This design comes from an exercise in tuning for small area on the open sky130 flow, not from production work. Only simulation tests tie the RTL to the original design; equivalence was not proved.

== job 101 ==
==> flow/design.v (excerpt) <==
module calc_cost_bt (
    input wire                     clk,
    input wire                     rst,
    input wire [11-1:0]   i_width,
    input wire             [7:0]   i_pixel_left_row0,
    input wire             [7:0]   i_pixel_left_row1,
    input wire             [7:0]   i_pixel_left_row2,
    input wire             [7:0]   i_pixel_right_row0,
    input wire             [7:0]   i_pixel_right_row1,
    input wire             [7:0]   i_pixel_right_row2,
    input wire                     i_rst_calc_cost,
    input wire                     i_reverse,
    input wire [8-1:0]   i_min_disp,
    input wire [8-1:0]   i_max_disp,
    output reg    [128*8-1:0]   o_data,
    output reg                     o_valid,
    output reg                     o_calc_cost_one_row_done
);
Size: roughly 32,000 cells after synthesis, about 1,100 I/O pins.
export LEC_CHECK = 0
export CAP_MARGIN = 20
export CORE_MARGIN = 2
export CORE_UTILIZATION = 60
export CTS_CLUSTER_DIAMETER = 80
export CTS_CLUSTER_SIZE = 14
export SLEW_MARGIN = 20
export SYNTH_HIERARCHICAL = 1
export SYNTH_MINIMUM_KEEP_SIZE = 0
create_clock -name core_clock -period 12.0 [get_ports {clk}]
standard.sh (not shown) runs the stock make flow with config.mk's settings and CLKGATE_MAP_FILE= SYNTH_SCRIPT=/design/flow/synth_recipe.tcl, a recipe that flattens the netlist after the stock synthesis.
==> flow/flow/run.sh <==
#!/bin/bash
# Own layout flow: the standard flow (standard.sh, with config.mk's settings) with three
# changes that leave the netlist's logic and registers as the standard synthesis makes them:
#  1. after the standard synthesis, the gates of the disparity lanes that Yosys/ABC sized up
#     (a2bb2oi_2, maj3_2, mux2_4) are put back to their smallest size (drive strength only);
#  2. the port buffers that placement puts on every input and output are the platform's
#     smallest buffer (sky130_fd_sc_hd__buf_1);
#  3. clock tree synthesis builds the tree from clkbuf_8 (clkbuf_16 at the root), with leaf
#     clusters of at most 14 registers within 80 um, and adds no dummy loads.
# Floorplan, power grid, placement, CTS and routing are otherwise standard.sh's own.
set -euo pipefail
W=$(pwd)
R=$W/orfs/results/sky130hd/calc_cost_bt/base
{
  cat "$W/config.mk"
  echo "export BUFFER_PORTS_ARGS = -buffer_cell sky130_fd_sc_hd__buf_1"
  echo "export CTS_ARGS = -sink_clustering_enable -repair_clock_nets -sink_clustering_size 14 -sink_clustering_max_diameter 80 -dont_use_dummy_load -buf_list sky130_fd_sc_hd__clkbuf_8 -root_buf sky130_fd_sc_hd__clkbuf_16"
} > "$W/config_own.mk"
sed "s#DESIGN_CONFIG=[^ ]*#DESIGN_CONFIG=$W/config_own.mk#" "$W/standard.sh" > "$W/standard_own.sh"
# 1. standard synthesis
bash "$W/standard_own.sh" synth > "$W/synth.log" 2>&1
# drive strengths of the lane gates
python3 - "$R/1_2_yosys.v" > "$W/resize.log" 2>&1 <<'PY'
import re, sys
p = sys.argv[1]
src = open(p).read()
swap = {'a2bb2oi_2': 'a2bb2oi_1', 'maj3_2': 'maj3_1', 'mux2_4': 'mux2_1'}
count = {}
def sub(m):
    cell = m.group(2)
    count[cell] = count.get(cell, 0) + 1
    return m.group(1) + 'sky130_fd_sc_hd__' + swap[cell] + m.group(3)
pat = re.compile(r'^(\s*)sky130_fd_sc_hd__(' + '|'.join(swap) + r')(\s)', re.M)
out = pat.sub(sub, src)
open(p, 'w').write(out)
print('resized:', count)
PY
rm -f "$R/1_synth.odb" "$R/1_synth.sdc"
# 2. the rest of the standard flow
bash "$W/standard_own.sh" "$@" > "$W/flow.log" 2>&1
For job 102, these inputs were changed with respect to job 101:
Settings: a change of CORE_UTILIZATION from 60 to 55.
Result: PASS for each of job 101 and job 102
Sequential fraction of total cell area across job 101 and job 102: no real change.
Across both runs, non-clock buffer count was lower for job 102 than for job 101.

* * *

calc_cost_bt, a different RTL version from the one above (not shown whole).
Size: about 26000 cells after synthesis, ~0.43 sq mm of cells after synthesis.
Settings: LEC_CHECK=0, CAP_MARGIN=20, CORE_MARGIN=2, CORE_UTILIZATION=60, CTS_CLUSTER_DIAMETER=100, CTS_CLUSTER_SIZE=20, SLEW_MARGIN=20, SYNTH_HIERARCHICAL=1, SYNTH_MINIMUM_KEEP_SIZE=0; clock period 12.0 ns.
==> flow/flow/run.sh <==
#!/bin/bash
# Own layout flow: the standard flow (standard.sh, with config.mk's settings) with two
# changes that leave the netlist's logic and registers as the standard synthesis makes them:
#  1. after the standard synthesis, the gates of the disparity lanes that Yosys/ABC sized up
#     (a2bb2oi_2, maj3_2, mux2_4) are put back to their smallest size (drive strength only);
#  2. the port buffers that placement puts on every input and output are the platform's
#     smallest buffer (sky130_fd_sc_hd__buf_1).
# Floorplan, power grid, placement, CTS and routing are otherwise standard.sh's own.
set -euo pipefail
W=$(pwd)
R=$W/orfs/results/sky130hd/calc_cost_bt/base
{
  cat "$W/config.mk"
  echo "export BUFFER_PORTS_ARGS = -buffer_cell sky130_fd_sc_hd__buf_1"
} > "$W/config_own.mk"
sed "s#DESIGN_CONFIG=[^ ]*#DESIGN_CONFIG=$W/config_own.mk#" "$W/standard.sh" > "$W/standard_own.sh"
# 1. standard synthesis
bash "$W/standard_own.sh" synth > "$W/synth.log" 2>&1
# drive strengths of the lane gates
python3 - "$R/1_2_yosys.v" > "$W/resize.log" 2>&1 <<'PY'
import re, sys
p = sys.argv[1]
src = open(p).read()
swap = {'a2bb2oi_2': 'a2bb2oi_1', 'maj3_2': 'maj3_1', 'mux2_4': 'mux2_1'}
count = {}
def sub(m):
    cell = m.group(2)
    count[cell] = count.get(cell, 0) + 1
    return m.group(1) + 'sky130_fd_sc_hd__' + swap[cell] + m.group(3)
pat = re.compile(r'^(\s*)sky130_fd_sc_hd__(' + '|'.join(swap) + r')(\s)', re.M)
out = pat.sub(sub, src)
open(p, 'w').write(out)
print('resized:', count)
PY
rm -f "$R/1_synth.odb" "$R/1_synth.sdc"
# 2. the rest of the standard flow
bash "$W/standard_own.sh" "$@" > "$W/flow.log" 2>&1
Then changed:
--- a/flow/flow/run.sh
+++ b/flow/flow/run.sh
@@ -2 +2 @@
-# Own layout flow: the standard flow (standard.sh, with config.mk's settings) with two
+# Own layout flow: the standard flow (standard.sh, with config.mk's settings) with three
@@ -7 +7,3 @@
-#     smallest buffer (sky130_fd_sc_hd__buf_1).
+#     smallest buffer (sky130_fd_sc_hd__buf_1);
+#  3. clock tree synthesis builds the tree from clkbuf_8 (clkbuf_16 at the root), with leaf
+#     clusters of at most 14 registers within 80 um, and adds no dummy loads.
@@ -14,0 +17 @@
+  echo "export CTS_ARGS = -sink_clustering_enable -repair_clock_nets -sink_clustering_size 14 -sink_clustering_max_diameter 80 -dont_use_dummy_load -buf_list sky130_fd_sc_hd__clkbuf_8 -root_buf sky130_fd_sc_hd__clkbuf_16"
CTS_CLUSTER_DIAMETER = 80   (was 100)
CTS_CLUSTER_SIZE = 14   (was 20)
=>
- The changed run went through all stages and came out clean
- die area stays the same
- worst setup slack improved by 0.010 ns
- worst hold slack gets better by 0.0067 ns
Then changed:
--- a/flow/flow/run.sh
+++ b/flow/flow/run.sh
@@ -2 +2 @@
-# Own layout flow: the standard flow (standard.sh, with config.mk's settings) with three
+# Own layout flow: the standard flow (standard.sh, with config.mk's settings) with two
@@ -8,2 +8 @@
-#  3. clock tree synthesis builds the tree from clkbuf_8 (clkbuf_16 at the root), with leaf
-#     clusters of at most 14 registers within 80 um, and adds no dummy loads.
+#  3. clock tree synthesis does not add dummy loads to balance the leaf clusters.
@@ -17 +16 @@
-  echo "export CTS_ARGS = -sink_clustering_enable -repair_clock_nets -sink_clustering_size 14 -sink_clustering_max_diameter 80 -dont_use_dummy_load -buf_list sky130_fd_sc_hd__clkbuf_8 -root_buf sky130_fd_sc_hd__clkbuf_16"
+  echo "export CTS_ARGS = -sink_clustering_enable -repair_clock_nets -sink_clustering_size 20 -sink_clustering_max_diameter 100 -dont_use_dummy_load"
CTS_CLUSTER_DIAMETER = 100   (was 80)
CTS_CLUSTER_SIZE = 20   (was 14)
What happened:
- The new run completed with no timing, DRC or antenna violations
- first-iteration DRC count shrinks by 0.38%
- cell area grows by 0.36%
- utilization grows by 0.23 points
- via count shrinks by 0.38%

[port drivers added, routing unchanged]
In the flow no input, the clock included, has a driving cell. The finished layouts below were timed again as built, in two steps. Step 1, drivers: a clkbuf_16 drives clk and a buf_2 each remaining input, both assumed. Step 2, shift: input delay + t, output delay - t, t = (earliest + latest rising clock arrival at the registers) / 2. This alone moves slack from input paths to output paths. a / b / c = ideal ports / drivers / drivers and shift; a / b = the first two.
| run | t, ns | setup WS [ns] | clock arrival spread, ns | worst register clock-pin slew, ns | worst slew at a driven data input, ns |
|---|---|---|---|---|---|
| job 101 | 1.459 | 1.687 / 1.687 / 1.687 | 0.159 / 0.159 | 0.11 / 0.11 | 0.05 |
| job 102 | 1.496 | 1.659 / 1.659 / 1.659 | 0.111 / 0.112 | 0.11 / 0.11 | 0.07 |
| the first run of note 2 | 1.261 | 1.610 / 1.610 / 1.610 | 0.065 / 0.064 | 0.10 / 0.10 | 0.07 |
| the second run of note 2 | 1.446 | 1.621 / 1.621 / 1.621 | 0.105 / 0.105 | 0.11 / 0.11 | 0.07 |
| the third run of note 2 | 1.236 | 1.599 / 1.599 / 1.599 | 0.093 / 0.093 | 0.10 / 0.10 | 0.07 |
After both steps setup and hold are still met in every run listed.
